This design comes from an exercise in tuning for small area on the open sky130 flow, not from production work.
No run shown here included a check of the RTL's function; only the layout flow was run.
Power figures rest on the tool's default switching activity, not on a simulated workload.

==> flow/design.v <==
module rom_glcd (
	input [7:0] ch,
	input [2:0] col,
	output reg [6:0] R_D
);
	reg [34:0] g;
	always @(*) begin
		case (ch)
			8'h20: g = 35'h000000000;
			8'h21: g = 35'h00017c000;
			8'h22: g = 35'h000e00380;
			8'h23: g = 35'h14fe53f94;
			8'h24: g = 35'h2455fd512;
			8'h25: g = 35'h232623262;
			8'h26: g = 35'h369355150;
			8'h27: g = 35'h000a0c000;
			8'h28: g = 35'h00388a080;
			8'h29: g = 35'h008288e00;
			8'h2a: g = 35'h1410f8414;
			8'h2b: g = 35'h0810f8408;
			8'h2c: g = 35'h00a0c0000;
			8'h2d: g = 35'h081020408;
			8'h2e: g = 35'h00c180000;
			8'h2f: g = 35'h202020202;
			8'h30: g = 35'h3ea3262be;
			8'h31: g = 35'h0085fe000;
			8'h32: g = 35'h42c3464c6;
			8'h33: g = 35'h2183165b1;
			8'h34: g = 35'h18284bf90;
			8'h35: g = 35'h278b162b9;
			8'h36: g = 35'h3c95264b0;
			8'h37: g = 35'h01e224283;
			8'h38: g = 35'h3693264b6;
			8'h39: g = 35'h06932549e;
			8'h3a: g = 35'h006cd8000;
			8'h3b: g = 35'h00acd8000;
			8'h3c: g = 35'h08288a080;
			8'h3d: g = 35'h142850a14;
			8'h3e: g = 35'h008288a08;
			8'h3f: g = 35'h020344486;
			8'h40: g = 35'h3293e60be;
			8'h41: g = 35'h7e22448fe;
			8'h42: g = 35'h7f93264b6;
			8'h43: g = 35'h3e83060a2;
			8'h44: g = 35'h7f830511c;
			8'h45: g = 35'h7f93264c1;
			8'h46: g = 35'h7f1224481;
			8'h47: g = 35'h3e83264fa;
			8'h48: g = 35'h7f102047f;
			8'h49: g = 35'h0083fe080;
			8'h4a: g = 35'h208105f81;
			8'h4b: g = 35'h7f1051141;
			8'h4c: g = 35'h7f8102040;
			8'h4d: g = 35'h7f043017f;
			8'h4e: g = 35'h7f082087f;
			8'h4f: g = 35'h3e83060be;
			8'h50: g = 35'h7f1224486;
			8'h51: g = 35'h7f1224486;
			8'h52: g = 35'h7f12654c6;
			8'h53: g = 35'h4693264b1;
			8'h54: g = 35'h0103fc081;
			8'h55: g = 35'h3f810203f;
			8'h56: g = 35'h1f410101f;
			8'h57: g = 35'h3f80e203f;
			8'h58: g = 35'h632820a63;
			8'h59: g = 35'h0711c0407;
			8'h5a: g = 35'h61a3262c3;
			8'h5b: g = 35'h00ff06080;
			8'h5c: g = 35'h020820820;
			8'h5d: g = 35'h008307f80;
			8'h5e: g = 35'h040404104;
			8'h5f: g = 35'h408102040;
			8'h60: g = 35'h000208200;
			8'h61: g = 35'h20a952a78;
			8'h62: g = 35'h7f9112238;
			8'h63: g = 35'h388912220;
			8'h64: g = 35'h38891247f;
			8'h65: g = 35'h38a952a18;
			8'h66: g = 35'h08fc24082;
			8'h67: g = 35'h0ca54a93e;
			8'h68: g = 35'h7f1010278;
			8'h69: g = 35'h0089f6000;
			8'h6a: g = 35'h208111e80;
			8'h6b: g = 35'h7f20a2200;
			8'h6c: g = 35'h0083fe000;
			8'h6d: g = 35'h7c0860278;
			8'h6e: g = 35'h7c1010278;
			8'h6f: g = 35'h388912238;
			8'h70: g = 35'h7c2850a08;
			8'h71: g = 35'h082850c7c;
			8'h72: g = 35'h7c1010208;
			8'h73: g = 35'h48a952a20;
			8'h74: g = 35'h047f12020;
			8'h75: g = 35'h3c810107c;
			8'h76: g = 35'h1c410101c;
			8'h77: g = 35'h3c80c203c;
			8'h78: g = 35'h445041444;
			8'h79: g = 35'h0ca14283c;
			8'h7a: g = 35'h44c952644;
			8'h7b: g = 35'h0010da080;
			8'h7c: g = 35'h0001fc000;
			8'h7d: g = 35'h0082d8400;
			8'h7e: g = 35'h101020808;
			8'h7f: g = 35'h788d06378;
			default: g = 35'h0;
		endcase
		case (col)
			3'd0: R_D = g[34:28];
			3'd1: R_D = g[27:21];
			3'd2: R_D = g[20:14];
			3'd3: R_D = g[13:7];
			3'd4: R_D = g[6:0];
			default: R_D = 7'h0;
		endcase
	end
endmodule
`timescale 1ns / 1ps
module register_8x16bit
	(
		input clk, clr, W_E,
		input [3:0] R_A, W_A,
		input [7:0] W_D,
		output [7:0] R_D
	);
	wire [7:0] d = W_D & {8{~clr}};
	wire [127:0] flat;
	genvar i;
	generate
		for (i = 0; i < 16; i = i + 1) begin : e
			wire we = clr | (W_E & (W_A == i));
			reg [7:0] q;
			assign flat[8*i +: 8] = q;
			always @(posedge clk)
				if (we) q <= d;
		end
	endgenerate
	mux16x8 rd( .sel(R_A), .in(flat), .out(R_D) );
endmodule
`timescale 1ns / 1ps
module glcd
	(
		input clk, reset, ram_write_en, clr_lcd_reg,
		input [3:0] ram_W_A,
		input [7:0] ram_data,
		output clk_out, reset_lcd, d_c,
		output spi_data_out, spi_clk, spi_ce
	);
	localparam [3:0]
		PF   = 4'd6,
		PC0  = 4'd7,
		PGAP = 4'd13;
	reg [2:0] cdiv;
	reg [3:0] bcnt;
	reg [3:0] phase;
	reg [6:0] chr;
	reg [7:0] sbuf;
	reg rst_d;
	wire tick = (cdiv == 3'd4);
	wire first = (phase == 4'd0) & (bcnt == 4'd5);
	wire [7:0] ch;
	wire [3:0] ram_R_A = chr[3:0] | {4{chr[6] | chr[5] | chr[4]}};
	register_8x16bit lcd_register ( .clk(clk), .clr(clr_lcd_reg),
					.W_E(ram_write_en), .W_A(ram_W_A), .W_D(ram_data),
					.R_A(ram_R_A), .R_D(ch) );
	wire [6:0] glyph;
	wire [2:0] col = (phase == PF) ? 3'd0 : ((phase == PC0) ? 3'd7 : phase[2:0]);
	rom_glcd rom( .ch(ch), .col(col), .R_D(glyph) );
	reg [7:0] next_byte;
	always @(*)
		case (phase)
			4'd0: next_byte = 8'h21;
			4'd1: next_byte = 8'hb0;
			4'd2: next_byte = 8'h04;
			4'd3: next_byte = 8'h14;
			4'd4: next_byte = 8'h20;
			4'd5: next_byte = 8'h0c;
			default: next_byte = {1'b0, glyph};
		endcase
	always @(posedge clk)
		rst_d <= reset;
	always @(posedge clk)
		if (reset == 1'b0) begin
			cdiv <= 3'd0;
			bcnt <= 4'd5;
			phase <= 4'd0;
			chr <= 7'd0;
		end
		else begin
			cdiv <= cdiv + 1'b1;
			if (tick) begin
				if (phase == PGAP) begin
					phase <= PC0;
					chr <= (chr == 7'd83) ? 7'd0 : chr + 1'b1;
				end
				else begin
					bcnt <= bcnt + 1'b1;
					if ((bcnt == 4'd4) | (phase == PF))
						phase <= phase + 1'b1;
				end
			end
		end
	always @(posedge clk)
		if (tick & (bcnt == 4'd5))
			sbuf <= next_byte;
	wire slow_clk = (cdiv[2] & (cdiv[1] | cdiv[0])) | ((cdiv == 3'd0) & ~first);
	assign clk_out = (cdiv[2] & cdiv[1]) | ((cdiv[2:1] == 2'b00) & ~first);
	assign spi_clk = ~slow_clk;
	assign reset_lcd = rst_d;
	assign d_c = phase[3] | (phase == PC0);
	assign spi_ce = ~bcnt[3];
	assign spi_data_out = bcnt[3] & sbuf[~bcnt[2:0]];
endmodule
`timescale 1ns / 1ps
module register_copier
	(
		input clk, en,
		input [7:0] RAM_data,
		output tRAM_W_EN, SU_completed,
		output reg [3:0] RAM_WR_A,
		output reg [7:0] tRAM_data
	);
	localparam [2:0]
		S0  = 3'd0,
		S1A = 3'd1,
		S2  = 3'd2,
		S1  = 3'd3,
		S3  = 3'd4;
	reg [5:0] ctr;
	reg [2:0] state;
	wire tick = (ctr == 6'd16);
	always @(posedge clk)
		if (en == 1'b0) begin
			ctr <= 6'd0;
			state <= S0;
			RAM_WR_A <= 4'd0;
			tRAM_data <= 8'h00;
		end
		else begin
			ctr <= ctr + 1'b1;
			if (tick)
				case (state)
					S0: state <= S1A;
					S1A: begin
						state <= S2;
						tRAM_data <= RAM_data;
					end
					S2: state <= (RAM_WR_A == 4'd15) ? S3 : S1;
					S1: begin
						state <= S2;
						tRAM_data <= RAM_data;
						RAM_WR_A <= RAM_WR_A + 1'b1;
					end
					default: state <= state;
				endcase
		end
	assign tRAM_W_EN = (state == S1A) | (state == S2) | (state == S1);
	assign SU_completed = (state == S3);
endmodule
`timescale 1ns / 1ps
module ptext_rom_8x16bit
	(
		input clk, reset,
		input W_E,
		input [3:0] W_A,
		input [7:0] W_D,
		input [3:0] R_A,
		output [7:0] R_D
    );
	wire [7:0] d31 = (W_D & {8{reset}}) | (8'h31 & {8{~reset}});
	wire [7:0] d32 = (W_D & {8{reset}}) | (8'h32 & {8{~reset}});
	wire [7:0] d00 = W_D & {8{reset}};
	wire [127:0] flat;
	genvar i;
	generate
		for (i = 0; i < 16; i = i + 1) begin : e
			wire we = ~reset | (W_E & (W_A == i));
			reg [7:0] q;
			assign flat[8*i +: 8] = q;
			always @(posedge clk)
				if (we) q <= (i >= 14) ? d00 : ((i % 2) ? d32 : d31);
		end
	endgenerate
	mux16x8 rd( .sel(R_A), .in(flat), .out(R_D) );
endmodule
`timescale 1ns / 1ps
module key_rom_8x16bit
	(
		input clk, reset,
		input W_E,
		input [3:0] W_A,
		input [7:0] W_D,
		input [3:0] R_A,
		output [7:0] R_D
    );
	wire [7:0] d5a = (W_D & {8{reset}}) | (8'h5A & {8{~reset}});
	wire [7:0] d68 = (W_D & {8{reset}}) | (8'h68 & {8{~reset}});
	wire [7:0] d00 = W_D & {8{reset}};
	wire [127:0] flat;
	genvar i;
	generate
		for (i = 0; i < 16; i = i + 1) begin : e
			wire we = ~reset | (W_E & (W_A == i));
			reg [7:0] q;
			assign flat[8*i +: 8] = q;
			always @(posedge clk)
				if (we) q <= (i >= 12) ? d00 : ((i % 2) ? d68 : d5a);
		end
	endgenerate
	mux16x8 rd( .sel(R_A), .in(flat), .out(R_D) );
endmodule
`timescale 1ns / 1ps
module mux16x8
	(
		input [3:0] sel,
		input [127:0] in,
		output reg [7:0] out
	);
	integer k;
	always @(*) begin
		out = 8'h00;
		for (k = 0; k < 16; k = k + 1)
			out = out | (in[8*k +: 8] & {8{sel == k}});
	end
endmodule
`timescale 1ns / 1ps
module encryption
	(
		input clk, en,
		input [7:0] text_data, key_data,
		output cipher_w_en, finished,
		output reg [3:0] text_address_ctr, key_address_ctr,
		output [7:0] cipher_data
	);
	localparam [2:0]
		S0 = 3'd0,
		S1 = 3'd1,
		S2 = 3'd2,
		S3 = 3'd3,
		S4 = 3'd4;
	reg [2:0] state, nstate;
	wire tz = (text_data == 8'h00);
	wire kz = (key_data == 8'h00);
	always @(posedge clk)
		if (en == 1'b0) begin
			state <= S0;
			text_address_ctr <= 4'b0;
			key_address_ctr <= 4'b0;
		end
		else begin
			state <= nstate;
			if (state == S3) begin
				text_address_ctr <= text_address_ctr + 1'b1;
				key_address_ctr <= key_address_ctr + 1'b1;
			end
			else if (state == S2)
				key_address_ctr <= 4'b0;
		end
	always @(*)
		case (state)
			S0: nstate = (tz | kz) ? S4 : S1;
			S1: nstate = tz ? S4 : (kz ? S2 : S3);
			S2, S3: nstate = S1;
			S4: nstate = S4;
			default: nstate = S0;
		endcase
	assign cipher_w_en = (state == S1);
	assign finished = (state == S4);
	assign cipher_data = key_data ^ text_data;
endmodule
`timescale 1ns / 1ps
module datapath
	(
		input clk, reset,
		input wire en_encryption, clr_RAM, en_copier,
		input wire [1:0] key,
		input wire load, load_sel,
		input wire [3:0] load_addr,
		input wire [7:0] load_data,
		output wire encry_completed, copy_completed,
		output wire clk_out, reset_lcd, d_c,
		output wire spi_data_out, spi_clk, spi_ce
    );
	wire en_RAM, w_en;
	wire [3:0] rw_address, c_text_ram_W_A, c_key_ram_W_A;
	wire [7:0] r_d1, r_d2, r_d3, ram_data1, cipher_data;
	wire [7:0] ram_data2 = key[1] ? r_d3 : (key[0] ? r_d2 : r_d1);
	glcd lcd( .clk(clk), .reset(reset), .ram_write_en(en_RAM), .clr_lcd_reg(clr_RAM),
		.ram_W_A(rw_address), .ram_data(ram_data1), .clk_out(clk_out),
		.reset_lcd(reset_lcd), .d_c(d_c), .spi_data_out(spi_data_out),
		.spi_clk(spi_clk), .spi_ce(spi_ce) );
	register_copier reg_copier( .clk(clk), .en(en_copier), .RAM_data(ram_data2),
			.tRAM_W_EN(en_RAM), .SU_completed(copy_completed), .RAM_WR_A(rw_address),
			.tRAM_data(ram_data1) );
	ptext_rom_8x16bit plain_text( .clk(clk), .reset(reset), .W_E(load & ~load_sel),
					.W_A(load_addr), .W_D(load_data),
					.R_A(en_encryption ? c_text_ram_W_A : rw_address), .R_D(r_d1) );
	key_rom_8x16bit key_text( .clk(clk), .reset(reset), .W_E(load & load_sel),
					.W_A(load_addr), .W_D(load_data),
					.R_A(en_encryption ? c_key_ram_W_A : rw_address), .R_D(r_d2) );
	register_8x16bit cipher_text ( .clk(clk), .clr(clr_RAM),
					.W_E(w_en), .W_A(c_text_ram_W_A), .W_D(cipher_data),
					.R_A(rw_address), .R_D(r_d3) );
	encryption encrypt( .clk(clk), .en(en_encryption), .text_data(r_d1), .key_data(r_d2),
		.cipher_w_en(w_en), .finished(encry_completed), .text_address_ctr(c_text_ram_W_A),
		.key_address_ctr(c_key_ram_W_A), .cipher_data(cipher_data) );
endmodule
`timescale 1ns / 1ps
module controller
	(
		input clk, reset,
		input crypt, encry_completed, b1, b2, b3,
		input copy_completed,
		output en_encryption, clr_RAM, en_copier,
		output [1:0] key,
		output led_init, led_wait1
    );
	localparam [2:0]
		INIT = 3'b000,
		WAIT = 3'b001,
		ENC  = 3'b100,
		CCPY = 3'b101,
		TCPY = 3'b110,
		KCPY = 3'b111;
	reg [2:0] state, nstate;
	always @(posedge clk)
		if (reset == 1'b0)
			state <= INIT;
		else
			state <= nstate;
	always @(*)
		case (state)
			INIT: nstate = crypt ? ENC : INIT;
			ENC:  nstate = encry_completed ? WAIT : ENC;
			WAIT:
				case ({b1, b2, b3})
					3'b100: nstate = TCPY;
					3'b010: nstate = KCPY;
					3'b001: nstate = CCPY;
					default: nstate = WAIT;
				endcase
			CCPY, TCPY, KCPY: nstate = copy_completed ? WAIT : state;
			default: nstate = INIT;
		endcase
	assign led_init = (state == INIT);
	assign led_wait1 = (state == WAIT);
	assign clr_RAM = led_init;
	assign en_copier = state[2];
	assign en_encryption = (state == ENC);
	assign key = {~state[1], state[0]};
endmodule
`timescale 1ns / 1ps
module top_module
	(
		input clk, reset,
		input wire crypt, b1, b2, b3,
		input wire load, load_sel,
		input wire [3:0] load_addr,
		input wire [7:0] load_data,
		output wire led_init, led_wait1,
		output wire clk_out, reset_lcd, d_c,
		output wire spi_data_out, spi_clk, spi_ce
    );
	wire encry_completed, copy_completed, en_encryption, clr_RAM, en_copier;
	wire [1:0] key;
	controller cont( .clk(clk), .reset(reset), .crypt(crypt), .encry_completed(encry_completed),
					.b1(b1), .b2(b2), .b3(b3), .copy_completed(copy_completed),
					.en_encryption(en_encryption), .clr_RAM(clr_RAM), .key(key),
					.led_init(led_init), .led_wait1(led_wait1), .en_copier(en_copier) );
	datapath data ( .clk(clk), .reset(reset), .en_encryption(en_encryption),
				.clr_RAM(clr_RAM), .key(key), .encry_completed(encry_completed),
				.load(load), .load_sel(load_sel), .load_addr(load_addr), .load_data(load_data),
				.copy_completed(copy_completed), .en_copier(en_copier), .clk_out(clk_out), .reset_lcd(reset_lcd),
				.d_c(d_c), .spi_data_out(spi_data_out), .spi_clk(spi_clk), .spi_ce(spi_ce) );
endmodule
==> flow/run.sh <==
#!/bin/bash
# synth_recipe.tcl (not shown) runs the flow's synth.tcl, then flattens the netlist and writes it again
# the make line also repeats each setting of config.mk as NAME=value (left out here)
make -C /OpenROAD-flow-scripts/flow DESIGN_CONFIG=/design/flow/config.mk WORK_HOME=/design/flow/orfs CLKGATE_MAP_FILE= SYNTH_SCRIPT=/design/flow/synth_recipe.tcl finish
==> flow/config.mk <==
export PLATFORM = sky130hd
export DESIGN_NAME = top_module
export DESIGN_NICKNAME = top_module
export VERILOG_FILES = /design/flow/design.v
export SDC_FILE = /design/flow/constraint.sdc
export NUM_CORES = 4
export LEC_CHECK = 0
export ABC_AREA = 1
export CAP_MARGIN = 20
export CORE_MARGIN = 2
export CORE_UTILIZATION = 60
export CTS_BUF_LIST = sky130_fd_sc_hd__clkbuf_4
export SLEW_MARGIN = 20
export SYNTH_MEMORY_MAX_BITS = 16384
==> flow/constraint.sdc <==
create_clock -name core_clock -period 10.0 [get_ports {clk}]
set_input_delay 2.0000 -clock core_clock [delete_from_list [all_inputs] [get_ports {clk}]]
set_output_delay 2.0000 -clock core_clock [all_outputs]
set_load 0.01 [all_outputs]
==> out/results.env, run 1 <==
RANKING_OF_SYNTHESIZED_CELLS_BY_INSTANCE_COUNT='908 x sky130_fd_sc_hd__nand2_1, 520 x sky130_fd_sc_hd__edfxtp_1, 287 x sky130_fd_sc_hd__nand3_1'
FULL_DIE_AREA_UM2=47300
FLOORPLAN.INITIALDENSITY=0.605
CTS.ROOT.BUFFER_CELL='sky130_fd_sc_hd__clkbuf_4'
ROUTED_VIA_DENSITY=6.43
WORSTPATHREQUIRED_NS=8.00
YOSYS_REGISTER_BITS=574
SYNTHARSTFLOPSHARE=0
WORSTPATHARRIVAL_NS=3.38
PLACE.PORT_BUFFERS=27
SETUP_TNS_NS=0
GRT_ANTENNA_BEFORE_REPAIR=3
FIRST_PASS_ITERS=8
WORST_PATH_LARGEST_CELL_DELAY_NS=0.71
IR_DROP_uV=175
FIN_NETS=3108
TMIN_FINAL_NS=5.38
SYNTH_FP_NETS=2939
WORST-PATH-MAX-FANOUT=11
HOLD_PATH_CELL_CNT=1
DETAILEDROUTE.FIRSTITERATIONVIOLATIONS=4395
WORST_SLEW_PIN_SLEW_NS=1.23
GRT_FIRST_PASS_WIRELENGTH_UM=145000
WL_UM=98500
GRT_MAX_DEGREE=67
CTS_HOLD_REPAIR.BUFFERS=0
WORSTREGTOREGCELLS=14
POST-SYNTH-TOP-COUNT-CELL='sky130_fd_sc_hd__nand2_1'
GLOBAL_ROUTE.OVERFLOW_TOTAL=0
GRT_SETUP_UNREPAIRED='no'
CTS_MAX_PATH_BUFFERS=3
END_KIND='output pin'
ANT_NETS=0
HPWL_UM=66200
SYNTHTOLAYOUTAREAGROWTH_PCT=11.5
P_LEAK_uW=0.0126
GP_CONGESTION=1.03
DETAILROUTE.VIA_COUNT=24100
SYNTH.LIB_CELLS_USED.DISTINCT=50
SKEW_FINAL_NS=0.0832
FIN_CELLS=3755
POSTCTSRESIZEDCELLS=0
SHARE_OF_CELLS_ABOVE_DRIVE_STRENGTH_1=0.116
DESIGN.PORTCOUNT=28
FMAXACHIEVABLE_MHz=186
AREA_OF_COMBINATIONAL_CELLS_WITH_MULTIPLE_INPUTS_UM2=9420
HOLD_VIOL_FINAL=0
REGTOREGSETUPSLACK_NS=5.06
WORST_SKEW_PAIR.LATE_LATENCY_NS=1.05
LAYOUT.AREA.SEQ_UM2=16700
SYNTH.TOP_CELL.AREA_SHARE=0.571
DIE_WIDTH_UM=217
WORSTSETUPSTARTPOINTTYPE='flop'
PWR_DENSITY_CELL_nW_PER_UM2=183
POST_CTS.REPAIR.SETUP_BUFFERS=0
YS.FLOP_TYPE='sky130_fd_sc_hd__edfxtp_1'
HOLDCRITSTARTPOINT='data.lcd.cdiv[0]'
GR-USAGE-ALL-LAYERS=0.422
CLOCK_SINKS=574
TIMING.FINAL.MAX_SLEW_VIOLATIONS=0
MAX-CAP-VIOLATIONS=0
TIMING.FINAL.CRIT_SHARE=0.538
N_FILL_CELL=3312
CTS_INSERTED_BUFFERS=142
CORE_UM2=45200
CTS.CLK_SLEW.WORST_PATHS_NS=0.08
WORSTHOLDPATHTYPE='reg2reg'
WORST_R2R_ENDPOINT='data.cipher_text.e[14].q[5]'
WORSTSETUPPATHTYPE='reg2out'
GRT_PASS1_VIAS=23200
SYNTH_AREA_LEADERS='sky130_fd_sc_hd__edfxtp_1 57%, sky130_fd_sc_hd__nand2_1 12%, sky130_fd_sc_hd__nand3_1 5.3%, sky130_fd_sc_hd__dfxtp_1 4.0%, sky130_fd_sc_hd__inv_1 3.4%'
WORST_HOLD_PATH.ENDPOINT='data.lcd.cdiv[0]'
WL_PER_CELL_UM=26.2
SYNTHESIS.YOSYS.WARNINGS=9
NETLIST.TOP_CELL.BY_AREA='sky130_fd_sc_hd__edfxtp_1'
OUTCOME='no timing/DRC/antenna violations'
CTS_TREE='yes'
DIE_H_UM=217
SYNTH_EDF_COUNT=520
SYNTH_SEQ_AREA_SHARE=0.611
FP-ROW-COUNT=78
SYN-CELL-AREA_UM2=27300
TOTAL_POWER_uW=5570
CTS_HTREE_LEVELS=4
MAX-SLEW-MARGIN-REL=0.178
AVGSYNTHCELLAREA_UM2=9.49
POST-ROUTE-DRC-COUNT=0
CP_CELL_SEQUENCE='clkinv_1 > nor3_1 > clkdlybuf4s50_1'
SETUP_VIOLATIONS=0
SYNTHCELLS=2880
CRITPATHSLOWESTCELL='sky130_fd_sc_hd__nor3_1'
DPL.CELL_COUNT=3503
REGTOREGSTARTPOINT='cont.state[2]'
-- where the power goes --
part	internal [uW]	switching, uW	leakage, uW	total, uW
logic	134	458	0.00572	592
clock network	1050	1000	0.00109	2050
registers	2860	71.8	0.00582	2930
total	4040	1530	0.0126	5570
-- worst max path at each step --
stage | startpoint | end | slack, ns
6_report | cont.state[0] | led_wait1 | 4.62
5_1_grt | cont.state[0] | led_wait1 | 4.64
4_1_cts | cont.state[0] | led_wait1 | 4.80
3_5_place_dp | cont.state[2] | data.cipher_text.e[11].q[1] | 4.89
3_3_place_gp | cont.state[2] | data.cipher_text.e[0].q[5] | 5.04
2_1_floorplan | load_sel | data.plain_text.e[0].q[0] | 6.66
-- area by class of cell --
type,instances,area share
clock inverters,37,0.00907
multi-input cells,1974,0.309
flip-flops and latches,574,0.548
clock buffers,210,0.0517
well taps,600,0.0246
repair buffers,94,0.0252
diodes,3,0.000246
inverters,263,0.0324
-- registers in the layout, indices dropped and copies added (netlist names), 3 cells and up --
register and cells:
data.encrypt.state 3, data.plain_text.e.q 128, data.lcd.bcnt 4, data.lcd.sbuf 8, data.lcd.lcd_register.e.q 128, data.reg_copier.ctr 6, data.encrypt.key_address_ctr 4, data.encrypt.text_address_ctr 4
data.reg_copier.state 3, data.key_text.e.q 128, data.lcd.cdiv 3, data.cipher_text.e.q 128, data.reg_copier.tRAM_data 8, cont.state 3, data.lcd.chr 7, data.lcd.phase 4
data.reg_copier.RAM_WR_A 4
-- worst max-delay path, delay by kind of cell, from the launching register on --
family	cells	cell delay [ns]
buf+inv	2	1.06
flops	1	0.57
simple gates	1	0.71
-- routing by layer --
layer / track usage / vias to the layer above / share of wire
li1: - / 10300 / -
met1: 0.557 / 11300 / 0.36
met2: 0.640 / 2073 / 0.45
met3: 0.110 / 431 / 0.14
met4: 0.234 / 2 / 0.059
met5: 0 / - / 0.000091
-- cell families (layout without fill, tap and decap cells) --
| logic type | Yosys count | count (layout) | share of synthesized area |
|---|---|---|---|
| buf+inv | 332 | 604 | 0.0484 |
| xor+xnor | 2 | 2 | 0.000641 |
| other cells | 0 | 3 | 0 |
| simple gates | 1570 | 1570 | 0.242 |
| compound gates | 363 | 363 | 0.0805 |
| flops | 574 | 574 | 0.611 |
| fa+ha+maj | 39 | 39 | 0.0179 |
-- cell usage in the layout (no fill, tap or decap), drive strengths merged, types with 8 or more instances in the layout --
master / n
nand2: 914
edfxtp: 520
nand3: 288
inv: 264
nor2: 262
clkbuf: 210
o21ai: 151
a21oi: 93
buf: 68
dfxtp: 54
nand4: 45
ha: 39
clkinv: 32
nor3: 29
clkdlybuf4s50: 26
a22o: 25
a221oi: 20
a211oi: 17
o31ai: 17
or2: 13
nor3b: 8
-- per-stage QoR --
stage	setup slack (ns)	utilization	area [um2]	hold WS, ns
after floorplan	6.66	-	27300	0.417
after global placement	5.04	0.632	28500	0.428
after detailed placement	4.89	0.632	28600	0.440
after CTS	4.80	0.673	30400	0.457
after global routing	4.64	0.674	30500	0.491
final	4.62	0.675	30500	0.454
==> run 2: changes to the inputs <==
--- a/flow/config.mk
+++ b/flow/config.mk
@@ -8,7 +8,7 @@
 export ABC_AREA = 1
 export CAP_MARGIN = 20
 export CORE_MARGIN = 2
-export CORE_UTILIZATION = 60
-export CTS_BUF_LIST = sky130_fd_sc_hd__clkbuf_4
+export CORE_UTILIZATION = 40
+export CTS_BUF_LIST = sky130_fd_sc_hd__clkbuf_8
 export SLEW_MARGIN = 20
 export SYNTH_MEMORY_MAX_BITS = 16384
==> out/results.env, run 2 <==
CLOCK_SINKS=574
SHARE_OF_CELLS_ABOVE_DRIVE_STRENGTH_1=0.0857
FULL_DIE_AREA_UM2=70400
CTS_HTREE_LEVELS=3
LAYOUT.CELLS.MOST_COMMON='sky130_fd_sc_hd__nand2_1'
YOSYS_REGISTER_BITS=574
FLOORPLAN.INITIALDENSITY=0.405
FINALHOLDWORSTSLACK_NS=0.450
CTS_MAX_PATH_BUFFERS=3
FP-ROW-COUNT=95
WORST-PATH-MAX-FANOUT=11
POST_CTS.REPAIR.SETUP_BUFFERS=0
FIN_NETS=3072
RANKING_OF_SYNTHESIZED_CELLS_BY_INSTANCE_COUNT='908 x sky130_fd_sc_hd__nand2_1, 520 x sky130_fd_sc_hd__edfxtp_1, 287 x sky130_fd_sc_hd__nand3_1'
OUTCOME='no timing/DRC/antenna violations'
CELL_INTERNAL_PWR_uW=4030
HOLD_VIOL_FINAL=0
CTS_TREE='yes'
SETUP.WORST_PATH.START='cont.state[0]'
YS.FLOP_TYPE='sky130_fd_sc_hd__edfxtp_1'
POST-ROUTE-DRC-COUNT=0
SYNTHTOLAYOUTAREAGROWTH_PCT=12.8
POWER.SHARE.SEQUENTIAL=0.530
CTS_INSERTED_BUFFERS=93
CRIT_PATH_END='led_wait1'
P_LEAK_uW=0.0126
MAX-CAP-VIOLATIONS=0
POSTCTSRESIZEDCELLS=0
SYNTH_EDF_COUNT=520
CTS_HOLD_REPAIR.BUFFERS=0
PWR-SHARE-COMB=0.104
DETAILEDROUTE.FIRSTITERATIONVIOLATIONS=2851
AVGSYNTHCELLAREA_UM2=9.49
SYNTH.LIB_CELLS_USED.DISTINCT=50
ANT_NETS=0
TMIN_FINAL_NS=5.05
SYNTHARSTFLOPSHARE=0
REGTOREGSETUPSLACK_NS=5.37
WORST_R2R_ENDPOINT='data.cipher_text.e[2].q[7]'
REGTOREGSTARTPOINT='cont.state[2]'
DETAILROUTE.VIA_COUNT=22500
PLACE.PORT_BUFFERS=27
TIMING.FINAL.CRIT_SHARE=0.505
SYNTH_SEQ_AREA_SHARE=0.611
POST-SYNTH-TOP-COUNT-CELL='sky130_fd_sc_hd__nand2_1'
TIMING.FINAL.MAX_SLEW_VIOLATIONS=0
SETUP_SLACK_NS=4.95
GP_CONGESTION=1.03
FIN_CELLS=3966
WORST_SKEW_PAIR.LATE_LATENCY_NS=0.70
WORSTSETUPSTARTPOINTTYPE='flop'
WL_PER_CELL_UM=23.9
FIRST_PASS_ITERS=6
GR-USAGE-ALL-LAYERS=0.267
SWSHARE=0.267
SKEW_FINAL_NS=0.0333
DESIGN.PORTCOUNT=28
SETUP_TNS_NS=0
WORSTHOLDPATHTYPE='reg2reg'
LAYOUT.AREA.SEQ_UM2=16700
GRT_FIRST_PASS_WIRELENGTH_UM=140000
GRT_PASS1_VIAS=21900
WORSTREGTOREGCELLS=13
DIODES=0
SETUP_VIOLATIONS=0
SYNTHESIS.YOSYS.WARNINGS=9
WL_UM=94700
MOSTFREQUENTLAYOUTCELLS='908 x sky130_fd_sc_hd__nand2_1, 520 x sky130_fd_sc_hd__edfxtp_1, 285 x sky130_fd_sc_hd__nand3_1'
AREA_OF_COMBINATIONAL_CELLS_WITH_MULTIPLE_INPUTS_UM2=9350
SYNTH_FP_NETS=2939
POWER_FRAC_CLOCK=0.366
CORE_UM2=67400
NETLIST.TOP_CELL.BY_AREA='sky130_fd_sc_hd__edfxtp_1'
PRECTSSETUPSLACK_NS=5.10
END_KIND='output pin'
WORSTSETUPPATHTYPE='reg2out'
GRT_SETUP_UNREPAIRED='no'
MAX-SLEW-MARGIN-REL=0.120
DIE_WIDTH_UM=265
PWR_DENSITY_CELL_nW_PER_UM2=179
HPWL_UM=66500
WORSTPATHREQUIRED_NS=8.00
PLACEDINSTANCEAREA_UM2=29000
SYNTH_AREA_LEADERS='sky130_fd_sc_hd__edfxtp_1 57%, sky130_fd_sc_hd__nand2_1 12%, sky130_fd_sc_hd__nand3_1 5.3%, sky130_fd_sc_hd__dfxtp_1 4.0%, sky130_fd_sc_hd__inv_1 3.4%'
GRT_MAX_DEGREE=65
DPL.CELL_COUNT=3791
NETSWITCHINGPOWER_uW=1470
GLOBAL_ROUTE.OVERFLOW_TOTAL=0
FINISH.INSTANCE_AREA_UM2=30800
GRT_ANTENNA_BEFORE_REPAIR=2
SYNTHCELLS=2880
IR_DROP_uV=100
WORSTPATHARRIVAL_NS=3.05
SYN-CELL-AREA_UM2=27300
WORST_SLEW_PIN_SLEW_NS=1.29
DIE_H_UM=265
ROUTED_VIA_DENSITY=5.68
CTS.CLK_SLEW.WORST_PATHS_NS=0.06
N_FILL_CELL=6384
FMAXACHIEVABLE_MHz=198
SYNTH.TOP_CELL.AREA_SHARE=0.571
CTS.ROOT.BUFFER_CELL='sky130_fd_sc_hd__clkbuf_8'
-- run 2: cell types whose count changed in the layout (fill, tap and decap cells not counted), moves of 7 or more --
cell,before,now
sky130_fd_sc_hd__o21ai_1,38,45
sky130_fd_sc_hd__o31ai_1,7,14
sky130_fd_sc_hd__o21ai_0,109,102
sky130_fd_sc_hd__buf_4,67,78
sky130_fd_sc_hd__clkbuf_4,210,0
sky130_fd_sc_hd__clkinv_1,26,34
sky130_fd_sc_hd__clkbuf_8,0,97
sky130_fd_sc_hd__clkinv_2,2,15
sky130_fd_sc_hd__inv_1,249,269
-- run 2: worst min path at each step --
stage / to / slack, ns / cells past startpoint / start
2_1_floorplan: data.lcd.cdiv[0] / 0.42 / 1 / data.lcd.cdiv[0]
3_3_place_gp: data.lcd.cdiv[0] / 0.43 / 1 / data.lcd.cdiv[0]
3_5_place_dp: data.lcd.cdiv[0] / 0.44 / 1 / data.lcd.cdiv[0]
4_1_cts: data.lcd.cdiv[0] / 0.45 / 1 / data.lcd.cdiv[0]
5_1_grt: data.reg_copier.ctr[0] / 0.47 / 1 / data.reg_copier.ctr[0]
6_report: data.reg_copier.ctr[0] / 0.45 / 1 / data.reg_copier.ctr[0]
-- run 2: metal layers --
metal	vias up	share of wire	track usage
met1	10900	0.41	0.356
li1	10200	-	-
met2	1211	0.46	0.422
met3	237	0.091	0.0518
met4	4	0.044	0.124
met5	-	0.00025	0
-- run 2: cell families after synthesis --
family	share of synthesized area
buf+inv	0.0484
flops	0.611
compound gates	0.0805
fa+ha+maj	0.0179
xor+xnor	0.000641
simple gates	0.242
-- run 2: power groups by stage --
stage          registers, uW  clock network (uW)  logic, uW
6_report                2920                2020        572
5_1_grt                 2940                2150        608
4_1_cts                 2920                2050        555
2_1_floorplan           2940                   0        317
3_5_place_dp            2970                   0        553
3_3_place_gp            2960                   0        559
-- run 2: area by class of cell --
type / count / area share
flip-flops and latches: 574 / 0.542
multi-input cells: 1974 / 0.303
clock buffers: 97 / 0.0433
well taps: 873 / 0.0354
inverters: 263 / 0.0320
repair buffers: 107 / 0.0282
clock inverters: 78 / 0.0160
-- run 2: worst max-delay path: stages (launching register included) --
cell and delay, ns:
sky130_fd_sc_hd__dfxtp_1 0.58, sky130_fd_sc_hd__clkinv_1 0.36, sky130_fd_sc_hd__nor3_1 0.71, sky130_fd_sc_hd__clkdlybuf4s50_1 0.70
-- run 2: through the flow --
step | total power (uW) | util
global placement | 3520 | 0.429
finish | 5500 | 0.457
detailed placement | 3520 | 0.430
global route | 5690 | 0.457
CTS | 5520 | 0.457
floorplan | 3260 | -

-- re-timing with driven ports --
No port has a modelled driver above. Below, the same layouts with a new extraction and two added sets of constraints.
Step 1 sets driving cells, clkbuf_16 on the clock port and buf_2 on the other inputs (assumed; they add their load-dependent delay and slew).
Step 2 moves the port delays by t, midway between the first and last clock arrival at a register: inputs arrive t later, outputs are due t later. That takes back most of the time a late clock gives input paths.
Slacks: ideal / step 1 / step 2; pairs: ideal / step 1.
| run | shift t [ns] | slack for setup (ns) | worst hold slack (ns) | clock arrival spread, ns | cell pins on the clock port's net |
|---|---|---|---|---|---|
| run 1 | 1.065 | 4.621 / 4.561 / 5.056 | 0.454 / 0.454 / 0.454 | 0.083 / 0.083 | 1 |
| run 2 | 0.739 | 4.953 / 4.899 / 5.367 | 0.450 / 0.450 / 0.450 | 0.034 / 0.034 | 1 |
After both steps every run listed still meets setup and hold.
